From an optimization exercise on the open Yosys and OpenROAD flow, aimed at small area, a short achievable clock period and few clock cycles; shortcuts taken in it are not production practice. In this exercise RTL edits were held to simulation tests only and were not proved equivalent to the original. No activity file was given, so power comes from the tool's default toggle rates.

==> flow/run.sh <==
#!/bin/bash
# synth_recipe.tcl (not shown) runs the flow's synth.tcl, then flattens the netlist and writes it again
# the make line also repeats each setting of config.mk as NAME=value (left out here)
make -C /OpenROAD-flow-scripts/flow DESIGN_CONFIG=/design/flow/config.mk WORK_HOME=/design/flow/orfs CLKGATE_MAP_FILE= SYNTH_SCRIPT=/design/flow/synth_recipe.tcl finish
==> flow/config.mk <==
export PLATFORM = sky130hd
export DESIGN_NAME = md5
export DESIGN_NICKNAME = md5
export VERILOG_FILES = /design/flow/design.v
export SDC_FILE = /design/flow/constraint.sdc
export NUM_CORES = 4
export LEC_CHECK = 0
export CAP_MARGIN = 20
export CORE_MARGIN = 2
export CORE_UTILIZATION = 55
export SETUP_SLACK_MARGIN = 3
export SLEW_MARGIN = 20
==> flow/constraint.sdc <==
create_clock -name core_clock -period 8.5 [get_ports {clk}]
set_input_delay 1.7000 -clock core_clock [delete_from_list [all_inputs] [get_ports {clk}]]
set_output_delay 1.7000 -clock core_clock [all_outputs]
set_load 0.01 [all_outputs]
==> flow/design.v <==
`timescale 1ns / 1ps
module md5(
    input clk,
    input reset,
    input [0:8*8-1] input_num,
    input input_valid,
    output  [0:128-1] output_hash,
    output  output_valid
);
localparam [31:0] H0 = 32'h67452301;
localparam [31:0] H1 = 32'hefcdab89;
localparam [31:0] H2 = 32'h98badcfe;
localparam [31:0] H3 = 32'h10325476;
reg [31:0] ap, b, c, d;
reg [31:0] m0, m1;
reg [6:0] cnt;
reg pre, vld;
reg [31:0] u, v;
wire [31:0] w0 = {input_num[8*3+:8], input_num[8*2+:8], input_num[8*1+:8], input_num[8*0+:8]};
wire [31:0] w1 = {input_num[8*7+:8], input_num[8*6+:8], input_num[8*5+:8], input_num[8*4+:8]};
wire run = ~pre & ~vld;
wire rnd = run & ~cnt[6];
wire fin = run & cnt[6];
wire [31:0] f = (b & u) | (~b & v);
wire [31:0] t = ap + f;
reg [3:0] lo;
always @(*) begin
    case ({cnt[5:4], cnt[1:0]})
        4'd0, 4'd1, 4'd2, 4'd11: lo = 4'b1000;
        4'd3, 4'd9, 4'd10, 4'd12: lo = 4'b0100;
        4'd4, 4'd13, 4'd14, 4'd15: lo = 4'b0010;
        default: lo = 4'b0001;
    endcase
end
wire [3:0] hi = {4{rnd}} & (4'd1 << cnt[1:0]);
wire [31:0] t4 = {t[27:0], t[31:28]};
wire [31:0] tl = ({32{lo[0]}} & t4)
               | ({32{lo[1]}} & {t4[30:0], t4[31]})
               | ({32{lo[2]}} & {t4[29:0], t4[31:30]})
               | ({32{lo[3]}} & {t4[28:0], t4[31:29]});
wire [31:0] x = ({32{hi[0]}} & tl)
              | ({32{hi[1]}} & {tl[26:0], tl[31:27]})
              | ({32{hi[2]}} & {tl[21:0], tl[31:22]})
              | ({32{hi[3]}} & {tl[15:0], tl[31:16]});
wire [31:0] y = fin ? ap : (pre ? H1 : b);
wire [31:0] bn = y + x;
wire [31:0] kr;
wire kr_new_n39, kr_new_n40, kr_new_n41, kr_new_n42, kr_new_n43, kr_new_n44, kr_new_n45, kr_new_n46;
wire kr_new_n47, kr_new_n48, kr_new_n49, kr_new_n50, kr_new_n51, kr_new_n52, kr_new_n53, kr_new_n54;
wire kr_new_n55, kr_new_n56, kr_new_n57, kr_new_n58, kr_new_n59, kr_new_n60, kr_new_n61, kr_new_n62;
wire kr_new_n63, kr_new_n64, kr_new_n65, kr_new_n66, kr_new_n67, kr_new_n68, kr_new_n69, kr_new_n70;
wire kr_new_n71, kr_new_n72, kr_new_n73, kr_new_n74, kr_new_n75, kr_new_n76, kr_new_n77, kr_new_n78;
wire kr_new_n79, kr_new_n80, kr_new_n81, kr_new_n83, kr_new_n84, kr_new_n85, kr_new_n86, kr_new_n87;
wire kr_new_n88, kr_new_n89, kr_new_n90, kr_new_n91, kr_new_n92, kr_new_n93, kr_new_n94, kr_new_n95;
wire kr_new_n96, kr_new_n97, kr_new_n98, kr_new_n99, kr_new_n100, kr_new_n101, kr_new_n102, kr_new_n103;
wire kr_new_n104, kr_new_n105, kr_new_n106, kr_new_n107, kr_new_n108, kr_new_n109, kr_new_n110, kr_new_n111;
wire kr_new_n112, kr_new_n113, kr_new_n114, kr_new_n115, kr_new_n116, kr_new_n117, kr_new_n118, kr_new_n119;
wire kr_new_n120, kr_new_n121, kr_new_n123, kr_new_n124, kr_new_n125, kr_new_n126, kr_new_n127, kr_new_n128;
wire kr_new_n129, kr_new_n130, kr_new_n131, kr_new_n132, kr_new_n133, kr_new_n134, kr_new_n135, kr_new_n136;
wire kr_new_n137, kr_new_n138, kr_new_n139, kr_new_n140, kr_new_n141, kr_new_n142, kr_new_n143, kr_new_n144;
wire kr_new_n145, kr_new_n146, kr_new_n147, kr_new_n148, kr_new_n149, kr_new_n151, kr_new_n152, kr_new_n153;
wire kr_new_n154, kr_new_n155, kr_new_n156, kr_new_n157, kr_new_n158, kr_new_n159, kr_new_n160, kr_new_n161;
wire kr_new_n162, kr_new_n163, kr_new_n164, kr_new_n165, kr_new_n166, kr_new_n167, kr_new_n168, kr_new_n169;
wire kr_new_n170, kr_new_n171, kr_new_n172, kr_new_n173, kr_new_n175, kr_new_n176, kr_new_n177, kr_new_n178;
wire kr_new_n179, kr_new_n180, kr_new_n181, kr_new_n182, kr_new_n183, kr_new_n184, kr_new_n185, kr_new_n186;
wire kr_new_n187, kr_new_n188, kr_new_n189, kr_new_n190, kr_new_n191, kr_new_n192, kr_new_n193, kr_new_n194;
wire kr_new_n195, kr_new_n196, kr_new_n197, kr_new_n198, kr_new_n199, kr_new_n201, kr_new_n202, kr_new_n203;
wire kr_new_n204, kr_new_n205, kr_new_n206, kr_new_n207, kr_new_n208, kr_new_n209, kr_new_n210, kr_new_n211;
wire kr_new_n212, kr_new_n213, kr_new_n214, kr_new_n215, kr_new_n216, kr_new_n217, kr_new_n218, kr_new_n219;
wire kr_new_n220, kr_new_n221, kr_new_n222, kr_new_n223, kr_new_n224, kr_new_n225, kr_new_n226, kr_new_n227;
wire kr_new_n229, kr_new_n230, kr_new_n231, kr_new_n232, kr_new_n233, kr_new_n234, kr_new_n235, kr_new_n236;
wire kr_new_n237, kr_new_n238, kr_new_n239, kr_new_n240, kr_new_n241, kr_new_n242, kr_new_n243, kr_new_n244;
wire kr_new_n245, kr_new_n246, kr_new_n247, kr_new_n248, kr_new_n249, kr_new_n250, kr_new_n251, kr_new_n252;
wire kr_new_n253, kr_new_n255, kr_new_n256, kr_new_n257, kr_new_n258, kr_new_n259, kr_new_n260, kr_new_n261;
wire kr_new_n262, kr_new_n263, kr_new_n264, kr_new_n265, kr_new_n266, kr_new_n267, kr_new_n268, kr_new_n269;
wire kr_new_n270, kr_new_n271, kr_new_n272, kr_new_n273, kr_new_n274, kr_new_n275, kr_new_n276, kr_new_n277;
wire kr_new_n278, kr_new_n279, kr_new_n280, kr_new_n282, kr_new_n283, kr_new_n284, kr_new_n285, kr_new_n286;
wire kr_new_n287, kr_new_n288, kr_new_n289, kr_new_n290, kr_new_n291, kr_new_n292, kr_new_n293, kr_new_n294;
wire kr_new_n295, kr_new_n296, kr_new_n297, kr_new_n298, kr_new_n299, kr_new_n300, kr_new_n301, kr_new_n302;
wire kr_new_n303, kr_new_n304, kr_new_n305, kr_new_n306, kr_new_n307, kr_new_n308, kr_new_n309, kr_new_n310;
wire kr_new_n311, kr_new_n312, kr_new_n313, kr_new_n314, kr_new_n316, kr_new_n317, kr_new_n318, kr_new_n319;
wire kr_new_n320, kr_new_n321, kr_new_n322, kr_new_n323, kr_new_n324, kr_new_n325, kr_new_n326, kr_new_n327;
wire kr_new_n328, kr_new_n329, kr_new_n330, kr_new_n331, kr_new_n333, kr_new_n334, kr_new_n335, kr_new_n336;
wire kr_new_n337, kr_new_n338, kr_new_n339, kr_new_n340, kr_new_n341, kr_new_n342, kr_new_n343, kr_new_n344;
wire kr_new_n345, kr_new_n346, kr_new_n347, kr_new_n348, kr_new_n349, kr_new_n351, kr_new_n352, kr_new_n353;
wire kr_new_n354, kr_new_n355, kr_new_n356, kr_new_n357, kr_new_n358, kr_new_n359, kr_new_n360, kr_new_n361;
wire kr_new_n362, kr_new_n363, kr_new_n364, kr_new_n365, kr_new_n366, kr_new_n367, kr_new_n368, kr_new_n370;
wire kr_new_n371, kr_new_n372, kr_new_n373, kr_new_n374, kr_new_n375, kr_new_n376, kr_new_n377, kr_new_n378;
wire kr_new_n379, kr_new_n380, kr_new_n381, kr_new_n382, kr_new_n383, kr_new_n385, kr_new_n386, kr_new_n387;
wire kr_new_n388, kr_new_n389, kr_new_n390, kr_new_n391, kr_new_n392, kr_new_n393, kr_new_n394, kr_new_n395;
wire kr_new_n396, kr_new_n397, kr_new_n399, kr_new_n400, kr_new_n401, kr_new_n402, kr_new_n403, kr_new_n404;
wire kr_new_n405, kr_new_n406, kr_new_n407, kr_new_n408, kr_new_n409, kr_new_n410, kr_new_n411, kr_new_n412;
wire kr_new_n413, kr_new_n415, kr_new_n416, kr_new_n417, kr_new_n418, kr_new_n419, kr_new_n420, kr_new_n421;
wire kr_new_n422, kr_new_n423, kr_new_n424, kr_new_n425, kr_new_n426, kr_new_n427, kr_new_n429, kr_new_n430;
wire kr_new_n431, kr_new_n432, kr_new_n433, kr_new_n434, kr_new_n435, kr_new_n436, kr_new_n437, kr_new_n438;
wire kr_new_n439, kr_new_n441, kr_new_n442, kr_new_n443, kr_new_n444, kr_new_n445, kr_new_n446, kr_new_n447;
wire kr_new_n448, kr_new_n449, kr_new_n450, kr_new_n451, kr_new_n453, kr_new_n454, kr_new_n455, kr_new_n456;
wire kr_new_n457, kr_new_n458, kr_new_n459, kr_new_n460, kr_new_n461, kr_new_n463, kr_new_n464, kr_new_n465;
wire kr_new_n466, kr_new_n467, kr_new_n468, kr_new_n469, kr_new_n470, kr_new_n471, kr_new_n472, kr_new_n473;
wire kr_new_n474, kr_new_n475, kr_new_n476, kr_new_n477, kr_new_n479, kr_new_n480, kr_new_n481, kr_new_n482;
wire kr_new_n483, kr_new_n484, kr_new_n485, kr_new_n486, kr_new_n487, kr_new_n488, kr_new_n489, kr_new_n490;
wire kr_new_n492, kr_new_n493, kr_new_n494, kr_new_n495, kr_new_n496, kr_new_n497, kr_new_n498, kr_new_n499;
wire kr_new_n500, kr_new_n501, kr_new_n503, kr_new_n504, kr_new_n505, kr_new_n506, kr_new_n507, kr_new_n508;
wire kr_new_n509, kr_new_n510, kr_new_n511, kr_new_n512, kr_new_n513, kr_new_n514, kr_new_n515, kr_new_n516;
wire kr_new_n517, kr_new_n519, kr_new_n520, kr_new_n521, kr_new_n522, kr_new_n523, kr_new_n524, kr_new_n525;
wire kr_new_n526, kr_new_n527, kr_new_n528, kr_new_n529, kr_new_n531, kr_new_n532, kr_new_n533, kr_new_n534;
wire kr_new_n535, kr_new_n536, kr_new_n537, kr_new_n538, kr_new_n539, kr_new_n540, kr_new_n542, kr_new_n543;
wire kr_new_n544, kr_new_n545, kr_new_n546, kr_new_n547, kr_new_n548, kr_new_n549, kr_new_n550, kr_new_n551;
wire kr_new_n552, kr_new_n553, kr_new_n555, kr_new_n556, kr_new_n557, kr_new_n558, kr_new_n559, kr_new_n560;
wire kr_new_n561, kr_new_n563, kr_new_n564, kr_new_n565, kr_new_n566, kr_new_n567, kr_new_n568, kr_new_n569;
wire kr_new_n570, kr_new_n571, kr_new_n572, kr_new_n573, kr_new_n574, kr_new_n575, kr_new_n576, kr_new_n577;
wire kr_new_n578, kr_new_n579, kr_new_n580, kr_new_n582, kr_new_n584, kr_new_n585, kr_new_n586, kr_new_n587;
wire kr_new_n588, kr_new_n589, kr_new_n590, kr_new_n591, kr_new_n592, kr_new_n593, kr_new_n594, kr_new_n595;
wire kr_new_n597, kr_new_n598, kr_new_n599, kr_new_n600, kr_new_n601, kr_new_n602, kr_new_n603, kr_new_n604;
wire kr_new_n605, kr_new_n606, kr_new_n607, kr_new_n608, kr_new_n609, kr_new_n610, kr_new_n611, kr_new_n612;
wire kr_new_n614, kr_new_n615;
assign kr_new_n39 = (cnt[2] & cnt[0]);
assign kr_new_n40 = (cnt[3] & kr_new_n39);
assign kr_new_n41 = (~cnt[1] & kr_new_n40);
assign kr_new_n42 = (~cnt[2] & ~cnt[0]);
assign kr_new_n43 = (~cnt[3] & ~cnt[1]);
assign kr_new_n44 = (kr_new_n42 & kr_new_n43);
assign kr_new_n45 = (cnt[5] & kr_new_n44);
assign kr_new_n46 = (~kr_new_n41 & ~kr_new_n45);
assign kr_new_n47 = (cnt[4] & ~kr_new_n46);
assign kr_new_n48 = (~cnt[2] & cnt[1]);
assign kr_new_n49 = (cnt[5] & cnt[3]);
assign kr_new_n50 = (~cnt[0] & kr_new_n49);
assign kr_new_n51 = (kr_new_n48 & kr_new_n50);
assign kr_new_n52 = (~cnt[3] & cnt[1]);
assign kr_new_n53 = (kr_new_n39 & kr_new_n52);
assign kr_new_n54 = (~kr_new_n51 & ~kr_new_n53);
assign kr_new_n55 = (cnt[5] & ~cnt[1]);
assign kr_new_n56 = (kr_new_n40 & kr_new_n55);
assign kr_new_n57 = (cnt[3] & cnt[1]);
assign kr_new_n58 = (~cnt[0] & kr_new_n57);
assign kr_new_n59 = (cnt[4] & ~cnt[2]);
assign kr_new_n60 = (kr_new_n58 & kr_new_n59);
assign kr_new_n61 = (~kr_new_n56 & ~kr_new_n60);
assign kr_new_n62 = (kr_new_n54 & kr_new_n61);
assign kr_new_n63 = (~kr_new_n47 & kr_new_n62);
assign kr_new_n64 = (~kr_new_n39 & ~kr_new_n42);
assign kr_new_n65 = (~cnt[5] & ~cnt[3]);
assign kr_new_n66 = (cnt[4] & ~kr_new_n65);
assign kr_new_n67 = (~cnt[5] & cnt[3]);
assign kr_new_n68 = (cnt[1] & kr_new_n67);
assign kr_new_n69 = (~kr_new_n43 & ~kr_new_n68);
assign kr_new_n70 = (~kr_new_n66 & ~kr_new_n69);
assign kr_new_n71 = (kr_new_n64 & kr_new_n70);
assign kr_new_n72 = (~cnt[5] & cnt[1]);
assign kr_new_n73 = (~kr_new_n55 & ~kr_new_n72);
assign kr_new_n74 = (kr_new_n40 & kr_new_n73);
assign kr_new_n75 = (cnt[5] & ~cnt[3]);
assign kr_new_n76 = (cnt[1] & kr_new_n75);
assign kr_new_n77 = (~cnt[2] & kr_new_n76);
assign kr_new_n78 = (~kr_new_n74 & ~kr_new_n77);
assign kr_new_n79 = (cnt[4] & cnt[0]);
assign kr_new_n80 = (~kr_new_n78 & kr_new_n79);
assign kr_new_n81 = (~kr_new_n71 & ~kr_new_n80);
assign kr[31] = (kr_new_n63 & kr_new_n81);
assign kr_new_n83 = (~cnt[1] & kr_new_n65);
assign kr_new_n84 = (~cnt[2] & cnt[0]);
assign kr_new_n85 = (kr_new_n83 & kr_new_n84);
assign kr_new_n86 = (~cnt[4] & ~cnt[2]);
assign kr_new_n87 = (~cnt[0] & kr_new_n86);
assign kr_new_n88 = (~kr_new_n85 & ~kr_new_n87);
assign kr_new_n89 = (cnt[5] & ~cnt[4]);
assign kr_new_n90 = (~cnt[0] & ~kr_new_n89);
assign kr_new_n91 = (~kr_new_n59 & kr_new_n90);
assign kr_new_n92 = (~cnt[5] & cnt[4]);
assign kr_new_n93 = (kr_new_n43 & ~kr_new_n92);
assign kr_new_n94 = (kr_new_n91 & kr_new_n93);
assign kr_new_n95 = (~kr_new_n48 & kr_new_n49);
assign kr_new_n96 = (~kr_new_n65 & ~kr_new_n95);
assign kr_new_n97 = (kr_new_n42 & ~kr_new_n96);
assign kr_new_n98 = (~kr_new_n40 & ~kr_new_n76);
assign kr_new_n99 = (~cnt[4] & ~kr_new_n98);
assign kr_new_n100 = (~kr_new_n97 & ~kr_new_n99);
assign kr_new_n101 = (~kr_new_n94 & kr_new_n100);
assign kr_new_n102 = (~kr_new_n88 & kr_new_n101);
assign kr_new_n103 = (~cnt[0] & kr_new_n75);
assign kr_new_n104 = (kr_new_n65 & kr_new_n79);
assign kr_new_n105 = (~kr_new_n103 & ~kr_new_n104);
assign kr_new_n106 = (cnt[2] & cnt[1]);
assign kr_new_n107 = (~kr_new_n105 & kr_new_n106);
assign kr_new_n108 = (~cnt[4] & cnt[0]);
assign kr_new_n109 = (kr_new_n76 & kr_new_n108);
assign kr_new_n110 = (~kr_new_n56 & ~kr_new_n109);
assign kr_new_n111 = (~kr_new_n107 & kr_new_n110);
assign kr_new_n112 = (kr_new_n64 & kr_new_n66);
assign kr_new_n113 = (~kr_new_n73 & kr_new_n112);
assign kr_new_n114 = (cnt[2] & ~cnt[1]);
assign kr_new_n115 = (~cnt[5] & kr_new_n108);
assign kr_new_n116 = (cnt[4] & ~cnt[0]);
assign kr_new_n117 = (~cnt[3] & kr_new_n116);
assign kr_new_n118 = (~kr_new_n115 & ~kr_new_n117);
assign kr_new_n119 = (kr_new_n114 & ~kr_new_n118);
assign kr_new_n120 = (~kr_new_n113 & ~kr_new_n119);
assign kr_new_n121 = (kr_new_n111 & kr_new_n120);
assign kr[30] = (~kr_new_n102 & kr_new_n121);
assign kr_new_n123 = (cnt[0] & kr_new_n89);
assign kr_new_n124 = (cnt[3] & kr_new_n123);
assign kr_new_n125 = (~kr_new_n103 & ~kr_new_n124);
assign kr_new_n126 = (kr_new_n89 & kr_new_n106);
assign kr_new_n127 = (cnt[0] & kr_new_n59);
assign kr_new_n128 = (kr_new_n65 & kr_new_n127);
assign kr_new_n129 = (~kr_new_n126 & ~kr_new_n128);
assign kr_new_n130 = (~kr_new_n64 & ~kr_new_n92);
assign kr_new_n131 = (kr_new_n52 & kr_new_n130);
assign kr_new_n132 = (kr_new_n129 & ~kr_new_n131);
assign kr_new_n133 = (~kr_new_n125 & kr_new_n132);
assign kr_new_n134 = (~cnt[4] & ~cnt[3]);
assign kr_new_n135 = (kr_new_n114 & kr_new_n134);
assign kr_new_n136 = (kr_new_n72 & kr_new_n86);
assign kr_new_n137 = (kr_new_n67 & ~kr_new_n114);
assign kr_new_n138 = (~kr_new_n136 & ~kr_new_n137);
assign kr_new_n139 = (~kr_new_n135 & kr_new_n138);
assign kr_new_n140 = (~cnt[0] & ~kr_new_n139);
assign kr_new_n141 = (cnt[2] & ~cnt[0]);
assign kr_new_n142 = (cnt[4] & kr_new_n141);
assign kr_new_n143 = (kr_new_n58 & ~kr_new_n142);
assign kr_new_n144 = (~cnt[1] & kr_new_n117);
assign kr_new_n145 = (~kr_new_n48 & ~kr_new_n114);
assign kr_new_n146 = (kr_new_n104 & ~kr_new_n145);
assign kr_new_n147 = (~kr_new_n144 & ~kr_new_n146);
assign kr_new_n148 = (~kr_new_n143 & kr_new_n147);
assign kr_new_n149 = (~kr_new_n140 & kr_new_n148);
assign kr[29] = (~kr_new_n133 & kr_new_n149);
assign kr_new_n151 = (cnt[1] & kr_new_n39);
assign kr_new_n152 = (~cnt[1] & kr_new_n64);
assign kr_new_n153 = (~kr_new_n151 & ~kr_new_n152);
assign kr_new_n154 = (kr_new_n67 & ~kr_new_n153);
assign kr_new_n155 = (cnt[0] & kr_new_n48);
assign kr_new_n156 = (~cnt[1] & kr_new_n116);
assign kr_new_n157 = (~kr_new_n155 & ~kr_new_n156);
assign kr_new_n158 = (kr_new_n49 & ~kr_new_n157);
assign kr_new_n159 = (kr_new_n114 & kr_new_n123);
assign kr_new_n160 = (~kr_new_n124 & ~kr_new_n159);
assign kr_new_n161 = (~kr_new_n158 & kr_new_n160);
assign kr_new_n162 = (~cnt[3] & cnt[2]);
assign kr_new_n163 = (kr_new_n79 & kr_new_n162);
assign kr_new_n164 = (~cnt[1] & kr_new_n163);
assign kr_new_n165 = (kr_new_n42 & kr_new_n76);
assign kr_new_n166 = (~kr_new_n164 & ~kr_new_n165);
assign kr_new_n167 = (kr_new_n106 & kr_new_n134);
assign kr_new_n168 = (~cnt[0] & kr_new_n167);
assign kr_new_n169 = (kr_new_n72 & kr_new_n84);
assign kr_new_n170 = (~cnt[3] & kr_new_n169);
assign kr_new_n171 = (~kr_new_n168 & ~kr_new_n170);
assign kr_new_n172 = (kr_new_n166 & kr_new_n171);
assign kr_new_n173 = (kr_new_n161 & kr_new_n172);
assign kr[28] = ~((~kr_new_n154 & kr_new_n173));
assign kr_new_n175 = (~cnt[2] & ~cnt[1]);
assign kr_new_n176 = (~cnt[5] & ~cnt[0]);
assign kr_new_n177 = (kr_new_n175 & kr_new_n176);
assign kr_new_n178 = (~kr_new_n67 & ~kr_new_n177);
assign kr_new_n179 = (kr_new_n86 & ~kr_new_n178);
assign kr_new_n180 = (kr_new_n48 & ~kr_new_n79);
assign kr_new_n181 = (~kr_new_n89 & kr_new_n180);
assign kr_new_n182 = (~kr_new_n86 & kr_new_n178);
assign kr_new_n183 = (kr_new_n181 & kr_new_n182);
assign kr_new_n184 = (~kr_new_n179 & ~kr_new_n183);
assign kr_new_n185 = (~kr_new_n56 & ~kr_new_n167);
assign kr_new_n186 = (kr_new_n39 & kr_new_n83);
assign kr_new_n187 = (~cnt[4] & cnt[3]);
assign kr_new_n188 = (kr_new_n155 & kr_new_n187);
assign kr_new_n189 = (~kr_new_n186 & ~kr_new_n188);
assign kr_new_n190 = (kr_new_n185 & kr_new_n189);
assign kr_new_n191 = (kr_new_n166 & kr_new_n190);
assign kr_new_n192 = (kr_new_n42 & kr_new_n55);
assign kr_new_n193 = (kr_new_n72 & kr_new_n79);
assign kr_new_n194 = (~kr_new_n192 & ~kr_new_n193);
assign kr_new_n195 = (~kr_new_n91 & kr_new_n194);
assign kr_new_n196 = (cnt[3] & ~kr_new_n195);
assign kr_new_n197 = (kr_new_n75 & ~kr_new_n153);
assign kr_new_n198 = (~kr_new_n196 & ~kr_new_n197);
assign kr_new_n199 = (kr_new_n191 & kr_new_n198);
assign kr[27] = ~((kr_new_n184 & kr_new_n199));
assign kr_new_n201 = (~cnt[4] & ~cnt[0]);
assign kr_new_n202 = (kr_new_n75 & kr_new_n152);
assign kr_new_n203 = (~kr_new_n68 & ~kr_new_n202);
assign kr_new_n204 = (kr_new_n201 & ~kr_new_n203);
assign kr_new_n205 = (~cnt[4] & ~cnt[1]);
assign kr_new_n206 = (kr_new_n42 & kr_new_n205);
assign kr_new_n207 = (cnt[3] & kr_new_n206);
assign kr_new_n208 = (kr_new_n55 & kr_new_n127);
assign kr_new_n209 = (~kr_new_n177 & ~kr_new_n208);
assign kr_new_n210 = (~kr_new_n207 & kr_new_n209);
assign kr_new_n211 = (kr_new_n106 & ~kr_new_n201);
assign kr_new_n212 = (~kr_new_n50 & ~kr_new_n134);
assign kr_new_n213 = (kr_new_n211 & ~kr_new_n212);
assign kr_new_n214 = (cnt[4] & cnt[3]);
assign kr_new_n215 = (cnt[0] & kr_new_n55);
assign kr_new_n216 = (kr_new_n214 & kr_new_n215);
assign kr_new_n217 = (~kr_new_n188 & ~kr_new_n216);
assign kr_new_n218 = (~kr_new_n213 & kr_new_n217);
assign kr_new_n219 = (kr_new_n64 & ~kr_new_n156);
assign kr_new_n220 = (kr_new_n65 & ~kr_new_n219);
assign kr_new_n221 = (kr_new_n43 & kr_new_n59);
assign kr_new_n222 = (~kr_new_n155 & ~kr_new_n221);
assign kr_new_n223 = (~kr_new_n67 & ~kr_new_n156);
assign kr_new_n224 = (~kr_new_n222 & ~kr_new_n223);
assign kr_new_n225 = (~kr_new_n220 & ~kr_new_n224);
assign kr_new_n226 = (kr_new_n218 & kr_new_n225);
assign kr_new_n227 = (kr_new_n210 & kr_new_n226);
assign kr[26] = (~kr_new_n204 & kr_new_n227);
assign kr_new_n229 = (~kr_new_n43 & ~kr_new_n75);
assign kr_new_n230 = (kr_new_n48 & kr_new_n79);
assign kr_new_n231 = (~kr_new_n142 & ~kr_new_n230);
assign kr_new_n232 = (~kr_new_n229 & ~kr_new_n231);
assign kr_new_n233 = (~kr_new_n142 & kr_new_n229);
assign kr_new_n234 = (~kr_new_n232 & ~kr_new_n233);
assign kr_new_n235 = (~kr_new_n75 & ~kr_new_n201);
assign kr_new_n236 = (cnt[1] & ~kr_new_n235);
assign kr_new_n237 = (~kr_new_n234 & kr_new_n236);
assign kr_new_n238 = (cnt[3] & kr_new_n84);
assign kr_new_n239 = (kr_new_n92 & kr_new_n238);
assign kr_new_n240 = (~kr_new_n123 & ~kr_new_n239);
assign kr_new_n241 = (cnt[3] & kr_new_n156);
assign kr_new_n242 = (kr_new_n240 & ~kr_new_n241);
assign kr_new_n243 = (cnt[0] & ~kr_new_n205);
assign kr_new_n244 = (~kr_new_n64 & ~kr_new_n243);
assign kr_new_n245 = (~kr_new_n242 & ~kr_new_n244);
assign kr_new_n246 = (~cnt[5] & kr_new_n162);
assign kr_new_n247 = (~kr_new_n177 & ~kr_new_n246);
assign kr_new_n248 = (kr_new_n176 & kr_new_n247);
assign kr_new_n249 = (kr_new_n65 & ~kr_new_n141);
assign kr_new_n250 = (~kr_new_n127 & kr_new_n249);
assign kr_new_n251 = (~kr_new_n77 & ~kr_new_n250);
assign kr_new_n252 = (~kr_new_n248 & kr_new_n251);
assign kr_new_n253 = (~kr_new_n245 & kr_new_n252);
assign kr[25] = (~kr_new_n237 & kr_new_n253);
assign kr_new_n255 = (cnt[4] & kr_new_n49);
assign kr_new_n256 = (cnt[0] & kr_new_n255);
assign kr_new_n257 = (kr_new_n114 & kr_new_n256);
assign kr_new_n258 = (kr_new_n129 & ~kr_new_n257);
assign kr_new_n259 = (cnt[0] & ~kr_new_n92);
assign kr_new_n260 = (~cnt[2] & ~kr_new_n259);
assign kr_new_n261 = (~kr_new_n72 & ~kr_new_n201);
assign kr_new_n262 = (~kr_new_n156 & kr_new_n261);
assign kr_new_n263 = (kr_new_n260 & kr_new_n262);
assign kr_new_n264 = (cnt[0] & ~kr_new_n49);
assign kr_new_n265 = (~kr_new_n50 & ~kr_new_n264);
assign kr_new_n266 = (kr_new_n244 & ~kr_new_n265);
assign kr_new_n267 = (~kr_new_n263 & ~kr_new_n266);
assign kr_new_n268 = (kr_new_n258 & kr_new_n267);
assign kr_new_n269 = (~cnt[5] & kr_new_n156);
assign kr_new_n270 = (cnt[1] & kr_new_n40);
assign kr_new_n271 = (~kr_new_n269 & ~kr_new_n270);
assign kr_new_n272 = (cnt[2] & ~kr_new_n79);
assign kr_new_n273 = (~kr_new_n271 & kr_new_n272);
assign kr_new_n274 = (cnt[0] & ~kr_new_n175);
assign kr_new_n275 = (cnt[5] & kr_new_n187);
assign kr_new_n276 = (~kr_new_n274 & kr_new_n275);
assign kr_new_n277 = (kr_new_n83 & ~kr_new_n141);
assign kr_new_n278 = (~kr_new_n109 & ~kr_new_n277);
assign kr_new_n279 = (~kr_new_n276 & kr_new_n278);
assign kr_new_n280 = (~kr_new_n273 & kr_new_n279);
assign kr[24] = (kr_new_n268 & kr_new_n280);
assign kr_new_n282 = (cnt[0] & ~kr_new_n65);
assign kr_new_n283 = (kr_new_n48 & ~kr_new_n282);
assign kr_new_n284 = (kr_new_n72 & kr_new_n116);
assign kr_new_n285 = (cnt[5] & cnt[4]);
assign kr_new_n286 = (kr_new_n39 & kr_new_n285);
assign kr_new_n287 = (kr_new_n141 & kr_new_n214);
assign kr_new_n288 = (~kr_new_n286 & ~kr_new_n287);
assign kr_new_n289 = (~kr_new_n284 & kr_new_n288);
assign kr_new_n290 = (~kr_new_n283 & kr_new_n289);
assign kr_new_n291 = (~kr_new_n49 & ~kr_new_n290);
assign kr_new_n292 = (~cnt[4] & kr_new_n141);
assign kr_new_n293 = (~kr_new_n155 & ~kr_new_n292);
assign kr_new_n294 = (~kr_new_n124 & ~kr_new_n135);
assign kr_new_n295 = (~kr_new_n293 & ~kr_new_n294);
assign kr_new_n296 = (~kr_new_n41 & ~kr_new_n207);
assign kr_new_n297 = (~kr_new_n295 & kr_new_n296);
assign kr_new_n298 = (~kr_new_n291 & kr_new_n297);
assign kr_new_n299 = (kr_new_n67 & ~kr_new_n156);
assign kr_new_n300 = (~kr_new_n298 & kr_new_n299);
assign kr_new_n301 = (kr_new_n156 & kr_new_n298);
assign kr_new_n302 = (kr_new_n215 & ~kr_new_n238);
assign kr_new_n303 = (~cnt[3] & kr_new_n127);
assign kr_new_n304 = (kr_new_n46 & ~kr_new_n303);
assign kr_new_n305 = (~kr_new_n302 & ~kr_new_n304);
assign kr_new_n306 = (~kr_new_n59 & ~kr_new_n270);
assign kr_new_n307 = (kr_new_n49 & ~kr_new_n306);
assign kr_new_n308 = (~kr_new_n48 & kr_new_n115);
assign kr_new_n309 = (kr_new_n70 & kr_new_n308);
assign kr_new_n310 = (~kr_new_n103 & ~kr_new_n171);
assign kr_new_n311 = (~kr_new_n309 & ~kr_new_n310);
assign kr_new_n312 = (~kr_new_n307 & kr_new_n311);
assign kr_new_n313 = (~kr_new_n305 & kr_new_n312);
assign kr_new_n314 = (~kr_new_n301 & kr_new_n313);
assign kr[23] = (~kr_new_n300 & kr_new_n314);
assign kr_new_n316 = (~kr_new_n58 & ~kr_new_n76);
assign kr_new_n317 = (kr_new_n176 & kr_new_n205);
assign kr_new_n318 = (~kr_new_n123 & ~kr_new_n317);
assign kr_new_n319 = (kr_new_n316 & kr_new_n318);
assign kr_new_n320 = (cnt[2] & ~kr_new_n319);
assign kr_new_n321 = (~kr_new_n186 & ~kr_new_n320);
assign kr_new_n322 = (kr_new_n229 & kr_new_n260);
assign kr_new_n323 = (~kr_new_n299 & kr_new_n322);
assign kr_new_n324 = (~kr_new_n75 & ~kr_new_n106);
assign kr_new_n325 = (~kr_new_n68 & kr_new_n324);
assign kr_new_n326 = (kr_new_n108 & ~kr_new_n325);
assign kr_new_n327 = (kr_new_n43 & kr_new_n108);
assign kr_new_n328 = (~kr_new_n274 & kr_new_n285);
assign kr_new_n329 = (~kr_new_n327 & ~kr_new_n328);
assign kr_new_n330 = (~kr_new_n326 & kr_new_n329);
assign kr_new_n331 = (~kr_new_n323 & kr_new_n330);
assign kr[22] = (kr_new_n321 & kr_new_n331);
assign kr_new_n333 = (~kr_new_n48 & kr_new_n89);
assign kr_new_n334 = (~kr_new_n64 & kr_new_n333);
assign kr_new_n335 = (cnt[1] & ~kr_new_n334);
assign kr_new_n336 = (~kr_new_n108 & ~kr_new_n116);
assign kr_new_n337 = (~cnt[3] & ~kr_new_n115);
assign kr_new_n338 = (~kr_new_n336 & ~kr_new_n337);
assign kr_new_n339 = (~kr_new_n335 & kr_new_n338);
assign kr_new_n340 = (~kr_new_n126 & ~kr_new_n274);
assign kr_new_n341 = (~kr_new_n259 & ~kr_new_n340);
assign kr_new_n342 = (~cnt[3] & kr_new_n48);
assign kr_new_n343 = (~kr_new_n285 & kr_new_n342);
assign kr_new_n344 = (~kr_new_n159 & ~kr_new_n343);
assign kr_new_n345 = (kr_new_n68 & kr_new_n141);
assign kr_new_n346 = (~kr_new_n163 & ~kr_new_n192);
assign kr_new_n347 = (~kr_new_n345 & kr_new_n346);
assign kr_new_n348 = (kr_new_n344 & kr_new_n347);
assign kr_new_n349 = (~kr_new_n341 & kr_new_n348);
assign kr[21] = ~((~kr_new_n339 & kr_new_n349));
assign kr_new_n351 = (~kr_new_n151 & ~kr_new_n292);
assign kr_new_n352 = (kr_new_n65 & ~kr_new_n351);
assign kr_new_n353 = (kr_new_n40 & kr_new_n89);
assign kr_new_n354 = (~kr_new_n144 & ~kr_new_n207);
assign kr_new_n355 = (~kr_new_n353 & kr_new_n354);
assign kr_new_n356 = (~kr_new_n352 & kr_new_n355);
assign kr_new_n357 = (cnt[4] & ~kr_new_n49);
assign kr_new_n358 = (cnt[2] & ~kr_new_n72);
assign kr_new_n359 = (~kr_new_n169 & ~kr_new_n358);
assign kr_new_n360 = (~kr_new_n345 & kr_new_n359);
assign kr_new_n361 = (kr_new_n357 & ~kr_new_n360);
assign kr_new_n362 = (~kr_new_n42 & ~kr_new_n145);
assign kr_new_n363 = (~cnt[4] & kr_new_n83);
assign kr_new_n364 = (kr_new_n48 & kr_new_n89);
assign kr_new_n365 = (~kr_new_n49 & ~kr_new_n364);
assign kr_new_n366 = (~kr_new_n363 & kr_new_n365);
assign kr_new_n367 = (~kr_new_n362 & ~kr_new_n366);
assign kr_new_n368 = (~kr_new_n361 & ~kr_new_n367);
assign kr[20] = (kr_new_n356 & kr_new_n368);
assign kr_new_n370 = (~kr_new_n65 & ~kr_new_n205);
assign kr_new_n371 = (~kr_new_n134 & ~kr_new_n370);
assign kr_new_n372 = (~cnt[5] & kr_new_n292);
assign kr_new_n373 = (~kr_new_n238 & ~kr_new_n372);
assign kr_new_n374 = (~kr_new_n83 & kr_new_n373);
assign kr_new_n375 = (~kr_new_n371 & ~kr_new_n374);
assign kr_new_n376 = (~cnt[3] & kr_new_n284);
assign kr_new_n377 = (~kr_new_n206 & ~kr_new_n256);
assign kr_new_n378 = (~kr_new_n376 & kr_new_n377);
assign kr_new_n379 = (kr_new_n219 & kr_new_n328);
assign kr_new_n380 = (~kr_new_n56 & ~kr_new_n165);
assign kr_new_n381 = (kr_new_n247 & kr_new_n380);
assign kr_new_n382 = (~kr_new_n379 & kr_new_n381);
assign kr_new_n383 = (kr_new_n378 & kr_new_n382);
assign kr[19] = (~kr_new_n375 & kr_new_n383);
assign kr_new_n385 = (~kr[30] & kr_new_n363);
assign kr_new_n386 = (kr_new_n48 & kr_new_n66);
assign kr_new_n387 = (~kr_new_n334 & ~kr_new_n386);
assign kr_new_n388 = (kr_new_n54 & kr_new_n387);
assign kr_new_n389 = (~kr_new_n186 & ~kr_new_n224);
assign kr_new_n390 = (kr_new_n92 & kr_new_n106);
assign kr_new_n391 = (kr_new_n238 & kr_new_n285);
assign kr_new_n392 = (~kr_new_n390 & ~kr_new_n391);
assign kr_new_n393 = (~kr_new_n50 & ~kr_new_n187);
assign kr_new_n394 = (kr_new_n114 & ~kr_new_n393);
assign kr_new_n395 = (kr_new_n392 & ~kr_new_n394);
assign kr_new_n396 = (kr_new_n389 & kr_new_n395);
assign kr_new_n397 = (kr_new_n388 & kr_new_n396);
assign kr[18] = (~kr_new_n385 & kr_new_n397);
assign kr_new_n399 = (kr_new_n141 & ~kr_new_n261);
assign kr_new_n400 = (kr_new_n184 & ~kr_new_n399);
assign kr_new_n401 = (~cnt[3] & ~kr_new_n400);
assign kr_new_n402 = (~kr_new_n230 & ~kr_new_n287);
assign kr_new_n403 = (kr_new_n67 & kr_new_n116);
assign kr_new_n404 = (kr_new_n49 & kr_new_n114);
assign kr_new_n405 = (~kr_new_n403 & ~kr_new_n404);
assign kr_new_n406 = (kr_new_n402 & kr_new_n405);
assign kr_new_n407 = (~kr_new_n109 & kr_new_n406);
assign kr_new_n408 = (cnt[2] & ~kr_new_n73);
assign kr_new_n409 = (kr_new_n282 & kr_new_n408);
assign kr_new_n410 = (kr_new_n84 & kr_new_n371);
assign kr_new_n411 = (~kr_new_n409 & ~kr_new_n410);
assign kr_new_n412 = (kr_new_n407 & kr_new_n411);
assign kr_new_n413 = (~kr_new_n47 & kr_new_n412);
assign kr[17] = ~((~kr_new_n401 & kr_new_n413));
assign kr_new_n415 = (kr_new_n114 & ~kr_new_n125);
assign kr_new_n416 = (~kr_new_n130 & kr_new_n180);
assign kr_new_n417 = (kr_new_n65 & kr_new_n108);
assign kr_new_n418 = (~kr_new_n58 & ~kr_new_n221);
assign kr_new_n419 = (~kr_new_n417 & kr_new_n418);
assign kr_new_n420 = (~kr_new_n416 & kr_new_n419);
assign kr_new_n421 = (kr_new_n67 & ~kr_new_n201);
assign kr_new_n422 = (~kr_new_n223 & ~kr_new_n421);
assign kr_new_n423 = (~kr_new_n49 & kr_new_n106);
assign kr_new_n424 = (~kr_new_n89 & kr_new_n423);
assign kr_new_n425 = (~kr_new_n371 & kr_new_n424);
assign kr_new_n426 = (~kr_new_n422 & ~kr_new_n425);
assign kr_new_n427 = (kr_new_n420 & kr_new_n426);
assign kr[16] = (~kr_new_n415 & kr_new_n427);
assign kr_new_n429 = (kr_new_n116 & kr[29]);
assign kr_new_n430 = (kr_new_n48 & ~kr_new_n240);
assign kr_new_n431 = (cnt[5] & kr_new_n114);
assign kr_new_n432 = (kr_new_n240 & kr_new_n431);
assign kr_new_n433 = (kr_new_n162 & ~kr_new_n261);
assign kr_new_n434 = (kr_new_n86 & kr_new_n176);
assign kr_new_n435 = (~kr_new_n44 & ~kr_new_n434);
assign kr_new_n436 = (~kr_new_n164 & kr_new_n435);
assign kr_new_n437 = (~kr_new_n433 & kr_new_n436);
assign kr_new_n438 = (~kr_new_n432 & kr_new_n437);
assign kr_new_n439 = (~kr_new_n430 & kr_new_n438);
assign kr[15] = ~((~kr_new_n429 & kr_new_n439));
assign kr_new_n441 = (~cnt[4] & kr_new_n72);
assign kr_new_n442 = (~kr_new_n42 & ~kr_new_n441);
assign kr_new_n443 = (~cnt[4] & kr_new_n137);
assign kr_new_n444 = (~kr_new_n39 & ~kr_new_n443);
assign kr_new_n445 = (kr_new_n73 & ~kr_new_n444);
assign kr_new_n446 = (kr_new_n134 & kr_new_n362);
assign kr_new_n447 = (kr_new_n95 & ~kr_new_n205);
assign kr_new_n448 = (~kr_new_n221 & ~kr_new_n434);
assign kr_new_n449 = (~kr_new_n447 & kr_new_n448);
assign kr_new_n450 = (~kr_new_n446 & kr_new_n449);
assign kr_new_n451 = (kr_new_n378 & kr_new_n450);
assign kr[9] = ~((~kr_new_n445 & kr_new_n451));
assign kr_new_n453 = (~kr_new_n442 & ~kr[9]);
assign kr_new_n454 = (~kr_new_n276 & ~kr_new_n303);
assign kr_new_n455 = (kr_new_n55 & ~kr_new_n454);
assign kr_new_n456 = (~cnt[1] & kr_new_n214);
assign kr_new_n457 = (~kr_new_n44 & ~kr_new_n456);
assign kr_new_n458 = (~cnt[5] & ~kr_new_n457);
assign kr_new_n459 = (kr_new_n171 & kr_new_n271);
assign kr_new_n460 = (~kr_new_n458 & kr_new_n459);
assign kr_new_n461 = (~kr_new_n455 & kr_new_n460);
assign kr[14] = (~kr_new_n453 & kr_new_n461);
assign kr_new_n463 = (~kr_new_n141 & ~kr_new_n214);
assign kr_new_n464 = (~kr_new_n90 & ~kr_new_n463);
assign kr_new_n465 = (~kr_new_n446 & ~kr_new_n464);
assign kr_new_n466 = (~cnt[1] & ~kr_new_n465);
assign kr_new_n467 = (~kr_new_n114 & ~kr_new_n342);
assign kr_new_n468 = (cnt[5] & ~kr_new_n116);
assign kr_new_n469 = (~kr_new_n64 & ~kr_new_n468);
assign kr_new_n470 = (~kr_new_n467 & kr_new_n469);
assign kr_new_n471 = (cnt[3] & ~kr_new_n470);
assign kr_new_n472 = (~kr_new_n234 & ~kr_new_n471);
assign kr_new_n473 = (~kr_new_n128 & ~kr_new_n137);
assign kr_new_n474 = (kr_new_n261 & ~kr_new_n473);
assign kr_new_n475 = (~kr_new_n58 & ~kr_new_n188);
assign kr_new_n476 = (~kr_new_n474 & kr_new_n475);
assign kr_new_n477 = (~kr_new_n472 & kr_new_n476);
assign kr[13] = (~kr_new_n466 & kr_new_n477);
assign kr_new_n479 = (cnt[0] & kr_new_n92);
assign kr_new_n480 = (~kr[25] & kr_new_n479);
assign kr_new_n481 = (kr_new_n176 & kr_new_n456);
assign kr_new_n482 = (~kr_new_n345 & ~kr_new_n481);
assign kr_new_n483 = (~kr_new_n202 & kr_new_n482);
assign kr_new_n484 = (~kr_new_n446 & ~kr_new_n470);
assign kr_new_n485 = (~kr_new_n92 & kr_new_n270);
assign kr_new_n486 = (~kr_new_n50 & ~kr_new_n214);
assign kr_new_n487 = (kr_new_n175 & ~kr_new_n486);
assign kr_new_n488 = (~kr_new_n485 & ~kr_new_n487);
assign kr_new_n489 = (kr_new_n484 & kr_new_n488);
assign kr_new_n490 = (kr_new_n483 & kr_new_n489);
assign kr[12] = (~kr_new_n480 & kr_new_n490);
assign kr_new_n492 = (kr_new_n103 & kr_new_n388);
assign kr_new_n493 = (~kr_new_n53 & ~kr_new_n390);
assign kr_new_n494 = (~kr_new_n474 & kr_new_n493);
assign kr_new_n495 = (~kr_new_n230 & ~kr_new_n345);
assign kr_new_n496 = (~kr_new_n65 & ~kr_new_n495);
assign kr_new_n497 = (~kr_new_n342 & ~kr_new_n431);
assign kr_new_n498 = (~kr_new_n51 & kr_new_n497);
assign kr_new_n499 = (~cnt[4] & ~kr_new_n498);
assign kr_new_n500 = (~kr_new_n496 & ~kr_new_n499);
assign kr_new_n501 = (kr_new_n494 & kr_new_n500);
assign kr[11] = ~((~kr_new_n492 & kr_new_n501));
assign kr_new_n503 = (kr_new_n162 & ~kr_new_n336);
assign kr_new_n504 = (kr_new_n121 & kr_new_n503);
assign kr_new_n505 = (~kr_new_n188 & ~kr_new_n303);
assign kr_new_n506 = (kr_new_n175 & kr_new_n259);
assign kr_new_n507 = (~cnt[4] & cnt[1]);
assign kr_new_n508 = (~kr_new_n175 & ~kr_new_n507);
assign kr_new_n509 = (kr_new_n50 & kr_new_n508);
assign kr_new_n510 = (~kr_new_n506 & ~kr_new_n509);
assign kr_new_n511 = (kr_new_n505 & kr_new_n510);
assign kr_new_n512 = (kr_new_n67 & ~kr_new_n293);
assign kr_new_n513 = (~kr_new_n40 & ~kr_new_n177);
assign kr_new_n514 = (cnt[4] & ~kr_new_n513);
assign kr_new_n515 = (kr_new_n78 & ~kr_new_n514);
assign kr_new_n516 = (~kr_new_n512 & kr_new_n515);
assign kr_new_n517 = (kr_new_n511 & kr_new_n516);
assign kr[10] = (~kr_new_n504 & kr_new_n517);
assign kr_new_n519 = (kr_new_n43 & ~kr_new_n321);
assign kr_new_n520 = (~kr_new_n162 & kr_new_n201);
assign kr_new_n521 = (~kr_new_n324 & kr_new_n520);
assign kr_new_n522 = (~kr_new_n519 & ~kr_new_n521);
assign kr_new_n523 = (~kr_new_n123 & ~kr_new_n522);
assign kr_new_n524 = (kr_new_n114 & kr_new_n357);
assign kr_new_n525 = (~kr_new_n43 & kr_new_n123);
assign kr_new_n526 = (~kr_new_n403 & ~kr_new_n525);
assign kr_new_n527 = (~kr_new_n524 & kr_new_n526);
assign kr_new_n528 = (~kr_new_n158 & kr_new_n527);
assign kr_new_n529 = (kr_new_n132 & kr_new_n528);
assign kr[8] = (~kr_new_n523 & kr_new_n529);
assign kr_new_n531 = (~kr_new_n286 & ~kr_new_n327);
assign kr_new_n532 = (~kr_new_n364 & kr_new_n531);
assign kr_new_n533 = (~kr_new_n165 & kr_new_n532);
assign kr_new_n534 = (kr_new_n217 & kr_new_n271);
assign kr_new_n535 = (~kr_new_n287 & ~kr_new_n423);
assign kr_new_n536 = (~kr_new_n211 & ~kr_new_n535);
assign kr_new_n537 = (~kr_new_n83 & ~kr_new_n193);
assign kr_new_n538 = (~kr_new_n39 & ~kr_new_n537);
assign kr_new_n539 = (~kr_new_n536 & ~kr_new_n538);
assign kr_new_n540 = (kr_new_n534 & kr_new_n539);
assign kr[7] = (kr_new_n533 & kr_new_n540);
assign kr_new_n542 = (kr_new_n118 & kr_new_n393);
assign kr_new_n543 = (kr_new_n48 & ~kr_new_n542);
assign kr_new_n544 = (~kr_new_n175 & kr_new_n255);
assign kr_new_n545 = (~kr_new_n186 & ~kr_new_n544);
assign kr_new_n546 = (kr_new_n57 & kr_new_n142);
assign kr_new_n547 = (~cnt[1] & kr_new_n103);
assign kr_new_n548 = (~kr_new_n546 & ~kr_new_n547);
assign kr_new_n549 = (kr_new_n545 & kr_new_n548);
assign kr_new_n550 = (kr_new_n175 & ~kr_new_n285);
assign kr_new_n551 = (kr_new_n96 & kr_new_n550);
assign kr_new_n552 = (kr_new_n373 & ~kr_new_n551);
assign kr_new_n553 = (kr_new_n549 & kr_new_n552);
assign kr[6] = (~kr_new_n543 & kr_new_n553);
assign kr_new_n555 = (~kr_new_n181 & ~kr_new_n302);
assign kr_new_n556 = (~kr_new_n443 & kr_new_n555);
assign kr_new_n557 = (kr_new_n229 & ~kr_new_n346);
assign kr_new_n558 = (~kr_new_n89 & ~kr_new_n456);
assign kr_new_n559 = (kr_new_n141 & ~kr_new_n558);
assign kr_new_n560 = (~kr_new_n557 & ~kr_new_n559);
assign kr_new_n561 = (kr_new_n556 & kr_new_n560);
assign kr[5] = ~((~kr_new_n295 & kr_new_n561));
assign kr_new_n563 = (kr[27] & kr_new_n308);
assign kr_new_n564 = (~kr_new_n188 & kr_new_n296);
assign kr_new_n565 = (cnt[5] & ~kr_new_n564);
assign kr_new_n566 = (~kr_new_n128 & ~kr_new_n216);
assign kr_new_n567 = (kr_new_n66 & kr_new_n114);
assign kr_new_n568 = (~cnt[4] & ~kr_new_n106);
assign kr_new_n569 = (kr_new_n103 & ~kr_new_n568);
assign kr_new_n570 = (~kr_new_n567 & ~kr_new_n569);
assign kr_new_n571 = (kr_new_n566 & kr_new_n570);
assign kr_new_n572 = (kr_new_n68 & kr_new_n87);
assign kr_new_n573 = (~kr_new_n481 & ~kr_new_n572);
assign kr_new_n574 = (kr_new_n90 & kr_new_n358);
assign kr_new_n575 = (~kr_new_n363 & kr_new_n574);
assign kr_new_n576 = (kr_new_n363 & ~kr_new_n574);
assign kr_new_n577 = (~kr_new_n575 & ~kr_new_n576);
assign kr_new_n578 = (kr_new_n573 & kr_new_n577);
assign kr_new_n579 = (kr_new_n571 & kr_new_n578);
assign kr_new_n580 = (~kr_new_n565 & kr_new_n579);
assign kr[4] = ~((~kr_new_n563 & kr_new_n580));
assign kr_new_n582 = (~kr_new_n114 & kr_new_n417);
assign kr[3] = ~((kr_new_n298 & ~kr_new_n582));
assign kr_new_n584 = (kr_new_n49 & kr_new_n152);
assign kr_new_n585 = (~kr_new_n170 & ~kr_new_n434);
assign kr_new_n586 = (~kr_new_n584 & kr_new_n585);
assign kr_new_n587 = (kr_new_n67 & kr_new_n244);
assign kr_new_n588 = (~kr_new_n163 & ~kr_new_n221);
assign kr_new_n589 = (~kr_new_n83 & ~kr_new_n588);
assign kr_new_n590 = (~kr_new_n587 & ~kr_new_n589);
assign kr_new_n591 = (kr_new_n586 & kr_new_n590);
assign kr_new_n592 = (~kr_new_n240 & ~kr_new_n568);
assign kr_new_n593 = (~kr_new_n276 & ~kr_new_n343);
assign kr_new_n594 = (~kr_new_n371 & ~kr_new_n593);
assign kr_new_n595 = (~kr_new_n592 & ~kr_new_n594);
assign kr[2] = ~((kr_new_n591 & kr_new_n595));
assign kr_new_n597 = (~kr_new_n163 & ~kr_new_n421);
assign kr_new_n598 = (kr_new_n145 & ~kr_new_n597);
assign kr_new_n599 = (cnt[5] & kr_new_n230);
assign kr_new_n600 = (~kr_new_n598 & ~kr_new_n599);
assign kr_new_n601 = (~kr_new_n86 & ~kr_new_n600);
assign kr_new_n602 = (cnt[5] & kr_new_n221);
assign kr_new_n603 = (~kr_new_n136 & ~kr_new_n317);
assign kr_new_n604 = (~kr_new_n207 & kr_new_n603);
assign kr_new_n605 = (~kr_new_n602 & kr_new_n604);
assign kr_new_n606 = (~kr_new_n119 & ~kr_new_n257);
assign kr_new_n607 = (kr_new_n108 & kr_new_n145);
assign kr_new_n608 = (~kr_new_n229 & kr_new_n607);
assign kr_new_n609 = (kr_new_n180 & kr_new_n371);
assign kr_new_n610 = (~kr_new_n608 & ~kr_new_n609);
assign kr_new_n611 = (kr_new_n606 & kr_new_n610);
assign kr_new_n612 = (kr_new_n605 & kr_new_n611);
assign kr[1] = ~((~kr_new_n601 & kr_new_n612));
assign kr_new_n614 = (~kr_new_n326 & kr_new_n392);
assign kr_new_n615 = (kr_new_n573 & kr_new_n614);
assign kr[0] = (kr_new_n101 & kr_new_n615);
reg [31:0] kc;
always @(*) begin
    if (pre) kc = 32'h2e7d7303;
    else if (!cnt[6]) kc = kr;
    else case (cnt[1:0])
        2'd0: kc = H3;
        2'd1: kc = H2;
        default: kc = H1;
    endcase
end
wire s0 = cnt == 7'd18 || cnt == 7'd40 || cnt == 7'd47;
wire s1 = cnt == 7'd0 || cnt == 7'd15 || cnt == 7'd35 || cnt == 7'd54;
wire [31:0] ms = pre ? w0 : (({32{s0}} & m0) | ({32{s1}} & m1));
wire [31:0] pn = d + kc + ms;
always @(posedge clk) begin
    if (reset) begin
        pre <= 1'b1;
        vld <= 1'b0;
        cnt <= 7'd0;
    end else if (pre) begin
        if (input_valid) pre <= 1'b0;
    end else if (!vld) begin
        cnt <= cnt + 7'd1;
        if (cnt == 7'd66) vld <= 1'b1;
    end
end
wire [1:0] gn = cnt[5:4] + {1'b0, &cnt[3:0]};
always @(posedge clk) begin
    if (pre) begin
        u <= H2;
        v <= H3;
    end else begin
        case (gn)
            2'd0: begin u <= b;        v <= c; end
            2'd1: begin u <= b | c;    v <= b & ~c; end
            2'd2: begin u <= ~(b ^ c); v <= b ^ c; end
            default: begin u <= ~b;    v <= ~(b ^ c); end
        endcase
    end
end
always @(posedge clk) begin
    b <= bn;
    if (!vld) ap <= pn;
    if (reset || pre) begin
        c <= H2;
        d <= H3;
    end else if (!vld) begin
        c <= b;
        d <= c;
    end
end
always @(posedge clk) begin
    if (input_valid) begin
        m0 <= w0;
        m1 <= w1;
    end
end
assign output_valid = vld;
assign output_hash = {d[7:0], d[15:8], d[23:16], d[31:24],
                      ap[7:0], ap[15:8], ap[23:16], ap[31:24],
                      b[7:0], b[15:8], b[23:16], b[31:24],
                      c[7:0], c[15:8], c[23:16], c[31:24]};
endmodule
==> results of run 1 <==
-- registers in the layout (all words and copies together) (netlist names), 7 cells and up --
name / cells
c: 32
v: 32
m1: 32
ap: 32
u: 32
cnt: 7
m0: 32
b: 32
d: 32
-- report_power, final --
group	leakage [nW]	switching [mW]	internal, mW
registers	2.40	0.426	1.65
clock network	0.509	0.585	0.808
logic	7.96	3.90	2.96
-- worst max-delay path by stage --
stage                     cells after the start   start  slack (ns)  endpoint
after global placement                       19  cnt[5]        1.56    ap[28]
after floorplan                              24    b[0]        3.02     b[20]
final                                        24    b[0]        2.55     b[20]
after detailed placement                     19  cnt[5]        1.54    ap[28]
after global routing                         24    b[0]        2.46     b[20]
after CTS                                    23    b[6]        2.95     b[19]
-- logic make-up (layout without fill, tap and decap cells) --
kind of cell    after synthesis  count (layout)  synth area share
buf+inv                     302             515            0.0525
fa+ha+maj                   213             213             0.133
flops                       269             269             0.290
simple gates                805             805             0.163
xor+xnor                     98              98            0.0392
compound gates              913             913             0.275
mux                          98              98            0.0468
other cells                   0               1                 0
-- routing by layer --
| layer | up-vias | share of wire | GRT usage |
|---|---|---|---|
| li1 | 10300 | - | - |
| met1 | 11400 | 0.37 | 0.575 |
| met2 | 1833 | 0.44 | 0.696 |
| met3 | 464 | 0.12 | 0.0876 |
| met4 | 0 | 0.077 | 0.266 |
| met5 | - | 0 | 0 |
-- worst min-delay path: stages, from the launching register on --
cell	delay, ns
dfxtp_1	0.33
nand2_1	0.07
o211ai_1	0.07
-- cell usage after synthesis (34+ instances only) --
cell type / count / share of area
nand3_1: 55 / 0.013
inv_1: 110 / 0.019
mux2i_1: 63 / 0.029
xor2_1: 40 / 0.016
a211oi_1: 36 / 0.012
mux2_2: 35 / 0.018
nand2_1: 286 / 0.049
o21ai_0: 220 / 0.050
clkbuf_1: 167 / 0.029
edfxtp_1: 96 / 0.13
ha_1: 179 / 0.10
nor3_1: 53 / 0.012
o211ai_1: 53 / 0.018
dfxtp_1: 173 / 0.16
a21oi_1: 203 / 0.046
a22oi_1: 41 / 0.014
fa_1: 34 / 0.031
nor2_1: 264 / 0.045
o22ai_1: 41 / 0.012
xnor2_1: 58 / 0.023
a21o_1: 65 / 0.022
-- final cells by class --
cell class	instances	area (um^2)
flip-flops and latches	269	6430
repair buffers	344	3250
inverters	112	434
clock inverters	23	240
clock buffers	34	807
repair inverters	2	10.0
well taps	525	657
multi-input cells	2127	15800
diodes	1	2.50
fillers	2926	12000
-- timing repair --
action                                  in CTS  in global routing
pin swaps                                   91                 66
resized for setup                          250                128
endpoints found under the setup margin      53                 35
cloned                                       2                  2
buffers inserted                            88                 27
-- stage by stage --
stage	worst slack (ns)	hold slack, ns
floorplan	3.02	0.521
global placement	1.56	0.481
detailed placement	1.54	0.503
CTS	2.95	0.514
global route	2.46	0.545
finish	2.55	0.513
==> summary.md, run 1 <==
| Metric | Value |
|---|---|
| Run status | finished clean |
| Min-delay src | c[1] |
| Most frequent cells in the layout | 279 x nand2_1, 248 x nor2_1, 194 x clkdlybuf4s50_1, 184 x o21ai_0, 168 x a21oi_1 |
| Critical Path AT | 6.43 ns |
| Post-Syn Area | approximately 22000 um^2 |
| Async SR Flop Fraction | 0 |
| Final design utilization | 0.698 |
| Initial core utilization | 0.554 |
| Rows | 73 |
| Critical Path Max Stage Delay | about 0.44 ns |
| Register area share after synthesis | 0.290 |
| Initial DRC Count | 3454 |
| Max-Slew Margin vs Limit | 0.246 |
| Yosys cell types | 80 |
| Period utilization | 0.700 |
| # nets final | 3167 |
| CTS H-tree depth | 1 |
| Ys Warns | 1 |
| DR WL/cell | roughly 28 um |
| RSZ-0062 raised after global routing | yes |
| CP Class | reg -> reg |
| PD cells | between 300 and 400 nW/um^2 |
| Hold EP | c[1] |
| Final Slew Violations | 0 |
| Chip height | about 200 um |
| TritonCTS clock tree | done |
| GRT Total Usage | 0.447 |
| Maximum clock frequency | roughly 170 MHz |
| Slowest CP cell | a2111o_1 |
| Pleak | around 11 nW |
| Synth Register Bits | between 200 and 300 |
| Buffers and inverters on the worst path | 2 |
| Synth Instances | approximately 2.7k |
| R2r endpoint | b[20] |
| WL final | 96800 um |
| DP Area | 24100 um^2 |
| Layout Area Growth over Synthesis | 25.9% |
| Antenna violations before repair | 1 |
| CP cell instances | mux2_4 > ha_4 > fa_2 > a211oi_4 > nor4_4 > buf_4 > o31ai_4 > nand2_2 > a21oi_4 > o211ai_1 > a2111o_1 > buf_4 > a221oi_2 > o21ai_2 > ha_1 > a21o_1 > a221oi_2 > nor2b_2 > o21ai_2 > and2_4 > o21ai_1 > nand2b_1 > a311oi_2 > xnor2_1 |
| R2r worst-path depth | 24 |
| Crit path required time | about 9 ns |
| # hold bufs at CTS | 0 |
| GRT Residual Overflow | 0 |
| Critical path capture point type | flop |
| Final hold violations | 0 |
| Hold path depth | 2 |
| Final setup fails | 0 |
| Layout Skew | between 0.03 and 0.04 ns |
| Main flop type after synthesis | dfxtp_1 |
| Length of the first detailed-routing pass in iterations | 8 |
| Worst R2R Setup Slack | about 2.6 ns |
| Clock Tree Buf Depth | 3 |
| DP HPWL | around 67000 um |
| Post-route setup TNS | 0 ns |
| Vias per cell | ~7 |
| Final ANT Viol Nets | 0 |
| Die Width | just over 200 um |
| Crit start category | flop |
| HP Class | reg -> reg |
| Share of layout cells above drive strength 1 | 0.175 |
| MaxCap Viol Count | 0 |
| Port-buffer cells | just under 200 |
| CTS Root Buffer Type | clkbuf_16 |
| First-pass GRT wire length | approximately 140000 um |
| Final total power | between 10 and 15 mW |
| Clock sinks | between 200 and 300 |
| Die area | between 40000 and 50000 um^2 |
| Delay-heaviest family, CP | compound AO/OA/AOI/OAI gates |
| Clock insertion delay at the later pin of the skew report | 0.60 ns |
| VDD IR max | between 0.2 and 0.25 mV |
| Via count | around 24k |
| CTS clock-pin slew for the worst setup and hold paths | roughly 0.08 ns |
| Finished Cell Area | 27600 um^2 |
| Final Wtd Congestion | between 1 and 1.5 |
| Post-Layout Cell Count | ~3.4k |
| I/O Pins | 196 |
| # DRC | 0 |
| Worst-margin pin slew | 1.13 ns |
| Via count of the first global-routing pass | around 23k |
| Largest net degree at the start of global routing | 95 |
| Core area | around 40000 um^2 |
| Syn Area/Cell | 8.12 um^2 |
| CTS buffer count | 31 |
| Number of synthesized flops with an enable pin | 96 |
| Syn_nets | between 2k and 3k |
| Most common cell after layout, fill and taps aside | nand2_1 |
| Worst-path fanout max | 5 |
| Number of placed cells counting well taps | approximately 3.3k |
| R2r startpoint | b[0] |
| Min Tclk post-route | 5.95 ns |
Testbench counts, summed over its fixed seeds: cycles 55,200.
==> run 2: changes to the inputs <==
==> flow/flow/run.sh (new file) <==
#!/bin/bash
# The standard layout (the standard.sh, with its standard synthesis), except that
# the input and output ports are buffered with sky130_fd_sc_hd__buf_1 instead of the
# larger cell buffer_ports picks by default. Every port still gets its own buffer.
set -euo pipefail
cd "$(dirname "${BASH_SOURCE[0]}")/.."
bash standard.sh "BUFFER_PORTS_ARGS=-buffer_cell sky130_fd_sc_hd__buf_1" finish > flow_make.log 2>&1
==> flow/standard.sh (new file) <==
#!/bin/bash
# synth_recipe.tcl (not shown) runs the flow's synth.tcl, then flattens the netlist and writes it again
# the make line also repeats each setting of config.mk as NAME=value (left out here)
make -C /OpenROAD-flow-scripts/flow DESIGN_CONFIG=/design/flow/config.mk WORK_HOME=/design/flow/orfs CLKGATE_MAP_FILE= SYNTH_SCRIPT=/design/flow/synth_recipe.tcl "${@:-finish}"
--- a/flow/config.mk
+++ b/flow/config.mk
@@ -5,8 +5,11 @@
 export SDC_FILE = /design/flow/constraint.sdc
 export NUM_CORES = 4
 export LEC_CHECK = 0
+export ABC_AREA = 1
 export CAP_MARGIN = 20
 export CORE_MARGIN = 2
 export CORE_UTILIZATION = 55
-export SETUP_SLACK_MARGIN = 3
+export CTS_BUF_LIST = sky130_fd_sc_hd__clkbuf_8
+export SETUP_SLACK_MARGIN = 3.5
 export SLEW_MARGIN = 20
+export TNS_END_PERCENT = 0
removed: flow/run.sh
==> summary.md, run 2 <==
| Metric | Value |
|---|---|
| # hold bufs at CTS | 0 (unchanged) |
| Port-buffer cells | 195 (unchanged) |
| Top-area cell type share of the netlist area | 0.157 (was 0.158) |
| Clock Tree Buf Depth | 3 (unchanged) |
| Min Tclk post-route | 4.98 ns (was 5.95 ns) |
| Post-route setup TNS | 0 ns (unchanged) |
| Maximum clock frequency | 201 MHz (was 168 MHz) |
| Final design utilization | 0.630 (was 0.698) |
| Main flop type after synthesis | dfxtp_1 (unchanged) |
| Clock insertion delay at the later pin of the skew report | 0.69 ns (was 0.60 ns) |
| Async SR Flop Fraction | 0 (unchanged) |
| Initial core utilization | 0.556 (was 0.554) |
| MaxCap Viol Count | 0 (unchanged) |
| Period utilization | 0.586 (was 0.700) |
| Final Slew Violations | 0 (unchanged) |
| Initial DRC Count | 4132 (was 3454) |
| Sw Ratio | 0.545 (was 0.476) |
| CP Class | reg -> reg (unchanged) |
| Top-count cell post-synth | nand2_1 (unchanged) |
| Run status | finished clean (unchanged) |
| DR WL/cell | 26.3 um (was 28.2 um) |
| Via count | 25.8k (was 24.0k) |
| Comb pwr share | 0.612 (was 0.665) |
| Layout Area Growth over Synthesis | 13.2% (was 25.9%) |
| Critical path capture point type | flop (unchanged) |
| TritonCTS clock tree | done (unchanged) |
| CTS clock-pin slew for the worst setup and hold paths | 0.07 ns (was 0.08 ns) |
| HP Class | reg -> reg (unchanged) |
| Core area | 39600 um^2 (was 39500 um^2) |
| Cell taking the most area after synthesis | dfxtp_1 (unchanged) |
| Most frequent cells in the layout | 741 x nand2_1, 400 x inv_1, 254 x a21oi_1, 252 x nor2_1, 209 x o21ai_0 (was 279 x nand2_1, 248 x nor2_1, 194 x clkdlybuf4s50_1, 184 x o21ai_0, 168 x a21oi_1) |
| Fillers | 3443 (was 2926) |
| Die area | 41700 um^2 (was 41500 um^2) |
| GRT Residual Overflow | 0 (unchanged) |
==> run 2: cell count changes after synthesis, moves of 53 or more <==
cell | previous run | this run
clkbuf_1 | 167 | 82
nand3_1 | 55 | 196
nand2_1 | 286 | 754
a21o_1 | 65 | 12
inv_1 | 110 | 394
mux2i_1 | 63 | 0
a21oi_1 | 203 | 267
==> run 2: power groups by stage <==
| stage | Clock (mW) | Combinational, mW | Sequential [mW] |
|---|---|---|---|
| floorplan | 0 | 3.35 | 1.91 |
| global placement | 0 | 4.76 | 2.09 |
| detailed placement | 0 | 4.88 | 2.11 |
| CTS | 1.28 | 4.96 | 2.09 |
| global route | 1.33 | 5.88 | 2.14 |
| finish | 1.30 | 5.45 | 2.16 |
==> run 2: final timing paths <==
| check | from | end | slack [ns] | depth (start not counted) |
|---|---|---|---|---|
| worst max-delay path | cnt[4] | ap[26] | 3.52 | 17 |
| worst min-delay path | c[20] | c[20] | 0.52 | 2 |
| worst max register to register | cnt[4] | ap[26] | 3.52 | 17 |
| worst min register to register | c[20] | c[20] | 0.52 | 2 |
==> run 2: per-stage QoR <==
step / instances / worst slack, ns / cell area [um^2] / power, mW
after CTS: 3912 / 3.43 / 24400 / 8.33
after detailed placement: 3812 / 2.13 / 23100 / 6.98
final: 3928 / 3.52 / 25000 / 8.91
after global routing: 3928 / 3.36 / 25000 / 9.35
after global placement: 3812 / 2.06 / 23100 / 6.85
after floorplan: 3191 / 4.20 / 22100 / 5.26
==> run 2: per-layer routing <==
| metal | global-route usage | part of all wire | vias up |
|---|---|---|---|
| li1 | - | - | 11100 |
| met1 | 0.574 | 0.35 | 11800 |
| met2 | 0.739 | 0.43 | 2240 |
| met3 | 0.130 | 0.13 | 614 |
| met4 | 0.370 | 0.091 | 4 |
| met5 | 0 | 0.00014 | - |
==> run 2: area by class of cell <==
| type | instances | area (um^2) | area share |
|---|---|---|---|
| Inverter | 412 | 1580 | 0.0633 |
| Multi-Input combinational cell | 2388 | 14200 | 0.567 |
| Antenna cell | 2 | 5.00 | 0.000201 |
| Sequential cell | 269 | 6430 | 0.257 |
| Tap cell | 525 | 657 | 0.0263 |
| Clock inverter | 33 | 243 | 0.00973 |
| Timing Repair Buffer | 246 | 1170 | 0.0468 |
| Clock buffer | 53 | 729 | 0.0292 |
==> run 2: worst min-delay path, delay by kind of cell (launching register included) <==
family             cells  cell delay, ns
and+or+nand+nor        1            0.06
AOI/OAI and AO/OA      1            0.08
DFF                    1            0.32
==> run 2: logic make-up after synthesis <==
logic type	after synthesis	synth area share
AO/OA/AOI/OAI	731	0.193
buffers and inverters	534	0.0938
flip-flops	269	0.288
AND/OR/NAND/NOR	1379	0.267
multiplexers	1	0.000511
XOR/XNOR	64	0.0254
adder cells (fa/ha/maj)	213	0.132
==> run 2: what timing repair did <==
item,in CTS,in global routing
buffers inserted,14,14
pin swaps,2,11
resized for setup,48,149
setup endpoints to repair,48,42

[what the ideal ports hide]
The results above use ideal ports. As a check the final layouts listed here were re-extracted and re-timed, cells and wires unchanged. Step 1: set_driving_cell puts a clkbuf_16 on clk and a buf_2 on each other input, an assumption about the parent block. Step 2 adds t to the input delays and takes it off the output delays; t is the mean of the earliest and latest rising clock arrival at the registers after step 1. Input paths then give back, and output paths get back, about the clock's delay inside the block. Three values: ideal, step 1, step 2; two values: the first two.
| run | t, ns | slack for setup (ns) | clock arrival spread, ns | worst register clock-pin slew, ns | cell pins on the clock port's net |
|---|---|---|---|---|---|
| run 1 | 0.644 | 2.552 / 2.552 / 2.552 | 0.036 / 0.036 | 0.08 / 0.08 | 1 |
| run 2 | 0.726 | 3.519 / 3.519 / 3.519 | 0.049 / 0.049 | 0.07 / 0.07 | 1 |
After both steps setup and hold are still met in every run listed.
